Source: an optimization exercise on an open RTL-to-GDS flow (aim: a short achievable clock period and few clock cycles per item). Production flows keep margins and buffers that such runs may drop. Only the layout flow was run in this run; the RTL was not checked for function there.

<file path="design/flow/run.sh">
#!/bin/bash
# synth_recipe.tcl (not shown) runs the flow's synth.tcl, then flattens the netlist and writes it again
# the make line also repeats each setting of config.mk as NAME=value (left out here)
make -C /OpenROAD-flow-scripts/flow DESIGN_CONFIG=/design/flow/config.mk WORK_HOME=/design/flow/orfs CLKGATE_MAP_FILE= SYNTH_SCRIPT=/design/flow/synth_recipe.tcl finish
</file>
<file path="design/flow/config.mk">
export PLATFORM = sky130hd
export DESIGN_NAME = snax_alu_shell_wrapper
export DESIGN_NICKNAME = snax_alu_shell_wrapper
export VERILOG_FILES = /design/flow/design.v
export SDC_FILE = /design/flow/constraint.sdc
export NUM_CORES = 4
export LEC_CHECK = 0
export CAP_MARGIN = 20
export CORE_MARGIN = 2
export CORE_UTILIZATION = 40
export SLEW_MARGIN = 20
</file>
<file path="design/flow/constraint.sdc">
create_clock -name core_clock -period 15.0 [get_ports {clk_i}]
set_input_delay 3.0000 -clock core_clock [delete_from_list [all_inputs] [get_ports {clk_i}]]
set_output_delay 3.0000 -clock core_clock [all_outputs]
set_load 0.01 [all_outputs]
</file>
<file path="design/flow/design.v">
module snax_alu_csr #(
  parameter int unsigned RegRWCount   = 3,
  parameter int unsigned RegROCount   = 2,
  parameter int unsigned RegDataWidth = 32
)(
  input  logic                                    clk_i,
  input  logic                                    rst_ni,
  input  logic [RegRWCount-1:0][RegDataWidth-1:0] csr_reg_set_i,
  input  logic                                    csr_reg_set_valid_i,
  output logic                                    csr_reg_set_ready_o,
  output logic [RegROCount-1:0][RegDataWidth-1:0] csr_reg_ro_set_o,
  input  logic                                    acc_output_success_i,
  output logic                                    acc_ready_o,
  output logic               [1:0]                csr_alu_config_o
);
  logic [RegRWCount-1:0][RegDataWidth-1:0] csr_reg_rw_set;
  logic [RegDataWidth-1:0] csr_reg_rw_len;
  logic                    csr_reg_set_req_success;
  logic                    reg_ro_busy;
  logic [RegDataWidth-1:0] reg_ro_perf_counter;
  logic [RegDataWidth-1:0] len_counter;
  logic                    len_counter_finish;
  assign csr_reg_set_ready_o = 1'b1;
  assign csr_reg_set_req_success = csr_reg_set_valid_i && csr_reg_set_ready_o;
  always_ff @ (posedge clk_i or negedge rst_ni) begin
    if(!rst_ni) begin
      for( int i = 0; i < RegRWCount; i++) begin
        csr_reg_rw_set[i] <= {RegDataWidth{1'b0}};
      end
    end else begin
      if(csr_reg_set_req_success) begin
        csr_reg_rw_set <= csr_reg_set_i;
      end else begin
        csr_reg_rw_set <= csr_reg_rw_set;
      end
    end
  end
  assign csr_alu_config_o = csr_reg_rw_set[0][1:0];
  assign csr_reg_rw_len = csr_reg_rw_set[1];
  assign acc_ready_o = reg_ro_busy;
  assign len_counter_finish = (len_counter == (csr_reg_rw_len - 1));
  always_ff @(posedge clk_i or negedge rst_ni) begin
    if(!rst_ni) begin
      len_counter         <= {RegDataWidth{1'b0}};
      reg_ro_busy         <= 1'b0;
      reg_ro_perf_counter <= {RegDataWidth{1'b0}};
    end else begin
      if (len_counter_finish && acc_output_success_i) begin
        reg_ro_busy <= 1'b0;
      end else if (csr_reg_set_req_success) begin
        reg_ro_busy <= 1'b1;
      end else begin
        reg_ro_busy <= reg_ro_busy;
      end
      if (csr_reg_set_req_success) begin
        reg_ro_perf_counter <= 1;
      end else if (reg_ro_busy && !len_counter_finish) begin
        reg_ro_perf_counter <= reg_ro_perf_counter + 1;
      end else begin
        reg_ro_perf_counter <= reg_ro_perf_counter;
      end
      if (len_counter_finish && acc_output_success_i) begin
        len_counter <= {RegDataWidth{1'b0}};
      end else if (acc_output_success_i) begin
        len_counter <= len_counter + 1;
      end else begin
        len_counter <= len_counter;
      end
    end
  end
  assign csr_reg_ro_set_o[0] = {{(RegDataWidth-1){1'b0}},reg_ro_busy};
  assign csr_reg_ro_set_o[1] = reg_ro_perf_counter;
endmodule
module snax_alu_pe #(
  parameter int unsigned DataWidth = 64
)(
  input  logic                   clk_i,
  input  logic                   rst_ni,
  input  logic [  DataWidth-1:0] a_i,
  input  logic                   a_valid_i,
  output logic                   a_ready_o,
  input  logic [  DataWidth-1:0] b_i,
  input  logic                   b_valid_i,
  output logic                   b_ready_o,
  output logic [2*DataWidth-1:0] c_o,
  output logic                   c_valid_o,
  input  logic                   c_ready_i,
  input  logic                   acc_ready_i,
  input  logic [            1:0] alu_config_i
);
  localparam int unsigned CsrAddrAdd = 0;
  localparam int unsigned CsrAddrSub = 1;
  localparam int unsigned CsrAddrMul = 2;
  localparam int unsigned CsrAddrXor = 3;
  logic [2*DataWidth-1:0] result_wide;
  logic input_success;
  logic result_success;
  logic result_valid;
  assign input_success  = (a_valid_i && a_ready_o) && (b_valid_i && b_ready_o);
  always_comb begin
    case(alu_config_i)
      default: result_wide = a_i + b_i;
      CsrAddrSub: result_wide = a_i - b_i;
      CsrAddrMul: result_wide = a_i * b_i;
      CsrAddrXor: result_wide = a_i ^ b_i;
    endcase
  end
  assign a_ready_o = acc_ready_i && c_ready_i;
  assign b_ready_o = acc_ready_i && c_ready_i;
  assign c_valid_o = input_success;
  assign c_o       = result_wide;
endmodule
module snax_alu_shell_wrapper #(
  parameter int unsigned RegRWCount   = 3,
  parameter int unsigned RegROCount   = 2,
  parameter int unsigned NumPE        = 2,
  parameter int unsigned DataWidth    = 32,
  parameter int unsigned OutDataWidth = DataWidth*2,
  parameter int unsigned RegDataWidth = 32,
  parameter int unsigned RegAddrWidth = 32
)(
  input  logic clk_i,
  input  logic rst_ni,
  output logic [(NumPE*OutDataWidth)-1:0] acc2stream_0_data_o,
  output logic acc2stream_0_valid_o,
  input  logic acc2stream_0_ready_i,
  input  logic [(NumPE*DataWidth)-1:0] stream2acc_0_data_i,
  input  logic stream2acc_0_valid_i,
  output logic stream2acc_0_ready_o,
  input  logic [(NumPE*DataWidth)-1:0] stream2acc_1_data_i,
  input  logic stream2acc_1_valid_i,
  output logic stream2acc_1_ready_o,
  input  logic [RegRWCount*RegDataWidth-1:0]      csr_reg_set_i,
  input  logic                                    csr_reg_set_valid_i,
  output logic                                    csr_reg_set_ready_o,
  output logic [RegROCount*RegDataWidth-1:0]      csr_reg_ro_set_o
);
  logic [NumPE-1:0][DataWidth-1   :0] a_split;
  logic [NumPE-1:0][DataWidth-1   :0] b_split;
  logic [NumPE-1:0][OutDataWidth-1:0] c_split;
  logic [NumPE-1:0] a_ready;
  logic [NumPE-1:0] b_ready;
  logic [NumPE-1:0] result_valid;
  logic       acc_output_success;
  logic       acc_ready;
  logic [1:0] csr_alu_config;
  logic [RegROCount-1:0][RegDataWidth-1:0] csr_reg_ro_set;
  always_comb begin
    for (int i = 0; i < NumPE; i++) begin
      a_split[i] = stream2acc_0_data_i[i*DataWidth+:DataWidth];
      b_split[i] = stream2acc_1_data_i[i*DataWidth+:DataWidth];
      acc2stream_0_data_o[i*OutDataWidth+:OutDataWidth] = c_split[i];
    end
    stream2acc_0_ready_o = &a_ready;
    stream2acc_1_ready_o = &b_ready;
    acc2stream_0_valid_o = &result_valid;
  end
  assign acc_output_success = acc2stream_0_valid_o && acc2stream_0_ready_i;
  snax_alu_csr #(
    .RegDataWidth         ( RegDataWidth        )
  ) i_simple_alu_csr (
    .clk_i                ( clk_i               ),
    .rst_ni               ( rst_ni              ),
    .csr_reg_set_i        ( csr_reg_set_i       ),
    .csr_reg_set_valid_i  ( csr_reg_set_valid_i ),
    .csr_reg_set_ready_o  ( csr_reg_set_ready_o ),
    .csr_reg_ro_set_o     ( csr_reg_ro_set_o    ),
    .acc_output_success_i ( acc_output_success  ),
    .acc_ready_o          ( acc_ready           ),
    .csr_alu_config_o     ( csr_alu_config      )
  );
  for (genvar i = 0; i < NumPE; i ++) begin: gen_muls
    snax_alu_pe #(
      .DataWidth      ( DataWidth            )
    ) i_snax_alu_pe (
      .clk_i          ( clk_i                ),
      .rst_ni         ( rst_ni               ),
      .a_i            ( a_split[i]           ),
      .a_valid_i      ( stream2acc_0_valid_i ),
      .a_ready_o      ( a_ready[i]           ),
      .b_i            ( b_split[i]           ),
      .b_valid_i      ( stream2acc_1_valid_i ),
      .b_ready_o      ( b_ready[i]           ),
      .c_o            ( c_split[i]           ),
      .c_valid_o      ( result_valid[i]      ),
      .c_ready_i      ( acc2stream_0_ready_i ),
      .acc_ready_i    ( acc_ready            ),
      .alu_config_i   ( csr_alu_config       )
    );
  end
endmodule
</file>
==> results.rst <==
.. list-table::
   :header-rows: 1

   * - Metric
     - Value
   * - Routability congestion estimate from global placement
     - 0.9514
   * - CP Max Fanout
     - 9
   * - Clock Path Buffers
     - 2
   * - Detailed-routing iteration count for the pre-antenna-repair pass
     - 6
   * - Final sum of negative setup slack
     - 0 ns
   * - Post-Synthesis Mean Instance Area
     - 8.652 µm²
   * - Final Hold Vio Count
     - 0
   * - Worst path most repeated cell
     - sky130_fd_sc_hd__fa_1
   * - Starting Density
     - 40.35%
   * - Least-Margin Pin Slew
     - 1.178 ns
   * - Via/cell ratio
     - 5.298
   * - Portion of the clock cycle consumed by the worst path in the final layout
     - 97.96%
   * - Endpoint class of the critical path
     - output pin
   * - Worst reg-to-reg path cell count
     - 11
   * - Maximum clock frequency
     - 0.06806 GHz
   * - Total wire length
     - 259,600 µm
   * - Setup violations, final
     - 0
   * - Number of buffers created by CTS
     - 9
   * - Dominant register cell in the synthesized netlist
     - sky130_fd_sc_hd__dfrtp_1
   * - Result of the run
     - complete, no violations
   * - Fraction of final layout cells sized beyond drive strength 1
     - 5.601%
   * - Top area cells in the synthesized netlist
     - sky130_fd_sc_hd__fa_1 (45%), sky130_fd_sc_hd__ha_1 (10%), sky130_fd_sc_hd__inv_1 (8.7%)
   * - Async S/R FF share, synth
     - 100.0%
   * - Final std cell area, no fill
     - 88,810 µm²
   * - Termination of the worst setup path
     - acc2stream_0_data_o[59]
   * - CTS Sinks
     - 99
   * - Grt ovf
     - 0
   * - Synthesized instance count
     - 9,227
   * - Setup crit start kind
     - input pin
   * - Number of enable flip-flop cells after synthesis
     - 0
   * - Hold/Removal Path Class
     - reg2reg
   * - Wire length of the first global-routing pass
     - 407,500 µm
   * - Cell with the largest stage delay on the worst path
     - sky130_fd_sc_hd__clkdlybuf4s50_1
   * - Worst setup path startpoint
     - stream2acc_1_data_i[17]
   * - Die Span Y
     - 450.7 µm
   * - Post-synthesis sequential element count
     - 99
   * - Worst setup path category
     - in2out
   * - TritonCTS clock tree
     - built
   * - Count of final max-slew check failures
     - 0
   * - Total track usage
     - 25.84%
   * - DP Wirelength
     - 218,000 µm
   * - Number of vias in the routed layout
     - 64,051
   * - Area after detailed placement
     - 88,250 µm²
   * - Leading post-synthesis cells by instance count
     - sky130_fd_sc_hd__inv_1 (1,858), sky130_fd_sc_hd__fa_1 (1,794), sky130_fd_sc_hd__and2_1 (1,079), sky130_fd_sc_hd__nand2_1 (1,044), sky130_fd_sc_hd__ha_1 (661)
   * - Count of warnings emitted by yosys
     - 3
   * - Area overhead of the layout relative to synthesis
     - 11.26%
   * - Count of cell types in the netlist
     - 86
   * - Crit path largest cell delay
     - 0.59 ns
   * - Core Area
     - 197,800 µm²
   * - Count of buffers from port buffering
     - 331
   * - Startpoint of the tightest hold check path
     - i_simple_alu_csr.csr_reg_rw_set[63]$_DFFE_PN0P_
   * - Seq/Total Area, Yosys
     - 3.103%
   * - Vias in the first global route
     - 68,046
   * - Time the final worst path needs with I/O delays and setup
     - 14.69 ns
   * - Iteration-0 DRC Markers
     - 4,211
   * - Clock transition at the registers of the reported paths
     - 0.07 ns
   * - Number of nets in the layout
     - 12,126
   * - DRC Markers
     - 0
   * - Post-Route Skew
     - 0.01081 ns
   * - Average wire per standard cell
     - 21.47 µm
   * - Worst reg2reg path endpoint
     - i_simple_alu_csr.reg_ro_perf_counter[31]$_DFFE_PN0P_
   * - Number of rows in the core area
     - 163
   * - MaxCap Viol Count
     - 0
   * - Synthesized cell area
     - 79,830 µm²
   * - IO Count
     - 426
   * - Die span in x
     - 450.7 µm
   * - Final ANT Viol Nets
     - 0
   * - Total die area
     - 203,200 µm²
   * - FF-to-FF Start
     - i_simple_alu_csr.csr_reg_rw_set[40]$_DFFE_PN0P_
   * - Clock root buffer
     - sky130_fd_sc_hd__clkbuf_16
   * - Initial antenna violation count
     - 11
   * - Worst EP required
     - 12.00 ns
   * - Worst-Skew Late Latency
     - 0.37 ns
   * - Maximum number of pins on one net before global-route repair
     - 86
   * - H-Tree Depth
     - 3
   * - Area share of the largest cell type after synthesis
     - 44.99%
   * - Signal arrival time at the worst endpoint
     - 11.69 ns
   * - Setup repair after global routing missed its margin
     - yes
   * - Library cell occupying the most area in the post-synthesis netlist
     - sky130_fd_sc_hd__fa_1
   * - Count of fill cells added during filler insertion
     - 19,364
   * - Most frequent cell after synthesis
     - sky130_fd_sc_hd__inv_1
   * - Headroom to the max-slew limit
     - 20.26%
   * - R2r setup slk
     - 10.46 ns
==> layout make-up <==
class / count / area (µm²) / area share [%]
diodes: 5 / 12.51 / 0.01409
repair buffers: 742 / 7308 / 8.229
clock inverters: 5 / 110.1 / 0.1240
flip-flops and latches: 99 / 2485 / 2.798
clock buffers: 10 / 239.0 / 0.2691
inverters: 1861 / 6989 / 7.869
well taps: 2640 / 3303 / 3.719
multi-input cells: 6728 / 68370 / 76.98
==> kinds of logic (layout without fill, tap and decap cells) <==
family | count (synthesis) | count (layout) | share of synthesized area, %
AND/OR/NAND/NOR | 2933 | 2933 | 18.50
adder cells (fa/ha/maj) | 2455 | 2455 | 55.35
buffers and inverters | 2430 | 2618 | 11.61
AO/OA/AOI/OAI | 1010 | 1010 | 8.027
XOR/XNOR | 248 | 248 | 2.721
flip-flops | 99 | 99 | 3.103
multiplexers | 50 | 50 | 0.6787
other | 2 | 37 | 0.009408
==> metal layers <==
layer  vias up  track usage (%)  routed length, µm
met1     33271            34.17             106300
met2      2106            42.42             123200
met3       399            3.198              15960
li1      28273                -                  -
met4         2            11.59              14120
met5         -                0                 13
==> through the flow <==
stage	util [%]	hold slack [ns]	setup WS, ns	instances
finish	44.89	0.5320	0.3063	12090
global route	44.89	0.5650	-0.009409	12087
CTS	44.80	0.5405	0.0001013	12083
detailed placement	44.61	0.5236	-0.3730	12067
global placement	44.61	0.5271	-0.3731	12067
floorplan	-	0.5008	1.918	9257
==> worst max-delay path, delay by kind of cell <==
kind                     cells  cell delay (ns)
AO/OA/AOI/OAI                8             1.23
XOR/XNOR                     1             0.14
adder cells (fa/ha/maj)     10             4.77
buffers and inverters        9             2.09
AND/OR/NAND/NOR              2             0.41
==> worst min path at each step <==
stage	cells after the start	slack (ns)	endpoint
floorplan	1	0.50	i_simple_alu_csr.csr_reg_rw_set[63]$_DFFE_PN0P_
global placement	1	0.53	i_simple_alu_csr.csr_reg_rw_set[63]$_DFFE_PN0P_
detailed placement	1	0.52	i_simple_alu_csr.csr_reg_rw_set[63]$_DFFE_PN0P_
CTS	1	0.54	i_simple_alu_csr.csr_reg_rw_set[63]$_DFFE_PN0P_
global route	1	0.56	i_simple_alu_csr.csr_reg_rw_set[63]$_DFFE_PN0P_
finish	1	0.53	i_simple_alu_csr.csr_reg_rw_set[63]$_DFFE_PN0P_
==> state kept, by name, summed over array words and instances, names as in the netlist <==
signal                                count
i_simple_alu_csr.csr_reg_rw_set          34
i_simple_alu_csr.len_counter             32
i_simple_alu_csr.reg_ro_busy              1
i_simple_alu_csr.reg_ro_perf_counter     32
==> cells in the final DEF, fill, tap and decap left out, types with 10 or more instances in the layout <==
master	count
sky130_fd_sc_hd__a31oi_1	30
sky130_fd_sc_hd__inv_1	1855
sky130_fd_sc_hd__ha_1	659
sky130_fd_sc_hd__clkdlybuf4s50_1	319
sky130_fd_sc_hd__a221oi_1	21
sky130_fd_sc_hd__mux2_2	33
sky130_fd_sc_hd__a21o_1	132
sky130_fd_sc_hd__nor3_1	67
sky130_fd_sc_hd__xor2_1	97
sky130_fd_sc_hd__dfrtp_1	97
sky130_fd_sc_hd__mux2i_1	17
sky130_fd_sc_hd__nand3_1	78
sky130_fd_sc_hd__buf_12	71
sky130_fd_sc_hd__o22ai_1	17
sky130_fd_sc_hd__o211ai_1	30
sky130_fd_sc_hd__nand2_1	1043
sky130_fd_sc_hd__xnor2_1	151
sky130_fd_sc_hd__a211oi_1	33
sky130_fd_sc_hd__nand4_1	40
sky130_fd_sc_hd__and4_1	11
sky130_fd_sc_hd__nand3b_1	11
sky130_fd_sc_hd__nor2_1	384
sky130_fd_sc_hd__and3_1	33
sky130_fd_sc_hd__o21a_1	24
sky130_fd_sc_hd__buf_4	339
sky130_fd_sc_hd__o31ai_1	20
sky130_fd_sc_hd__o41ai_1	10
sky130_fd_sc_hd__a21oi_1	290
sky130_fd_sc_hd__and2_1	1079
sky130_fd_sc_hd__o21ai_0	234
sky130_fd_sc_hd__o21bai_1	41
sky130_fd_sc_hd__fa_1	1794
sky130_fd_sc_hd__nor4_1	19
sky130_fd_sc_hd__nand2b_1	36
sky130_fd_sc_hd__nor3b_1	13
sky130_fd_sc_hd__or3_1	30
sky130_fd_sc_hd__or4_1	15
sky130_fd_sc_hd__nor2b_1	39
sky130_fd_sc_hd__conb_1	32
==> what timing repair did <==
item | 4_1_cts | 5_1_grt
endpoints found under the setup margin | 8 | 21
resized for setup | 9 | 39
pin swaps | 2 | 3
hold buffers | 0 | 0
setup buffers | 1 | 2

[static timing again, ports no longer ideal]
Ports are ideal in the flow. The routed layout listed here was re-timed in OpenROAD. Step 1 sets driving cells, clkbuf_16 on the clock port and buf_2 on the other inputs (assumed; they add their load-dependent delay and slew). Step 2 times the ports against the registers' clock, not the clock port: input delays grow and output delays shrink by t, the midpoint of the rising clock arrivals with the driver on. Slacks: ideal / step 1 / step 2; pairs: ideal / step 1.
shift t [ns]: 0.410
setup slack, ns: 0.306 / 0.278 / 0.278
clock arrival spread, ns: 0.011 / 0.010
worst data-port slew with drivers (ns): 0.23
After both steps setup and hold are still met in this run. For this run, drivers alone change the setup slack by -0.028 ns; drivers and shift together by -0.028 ns.
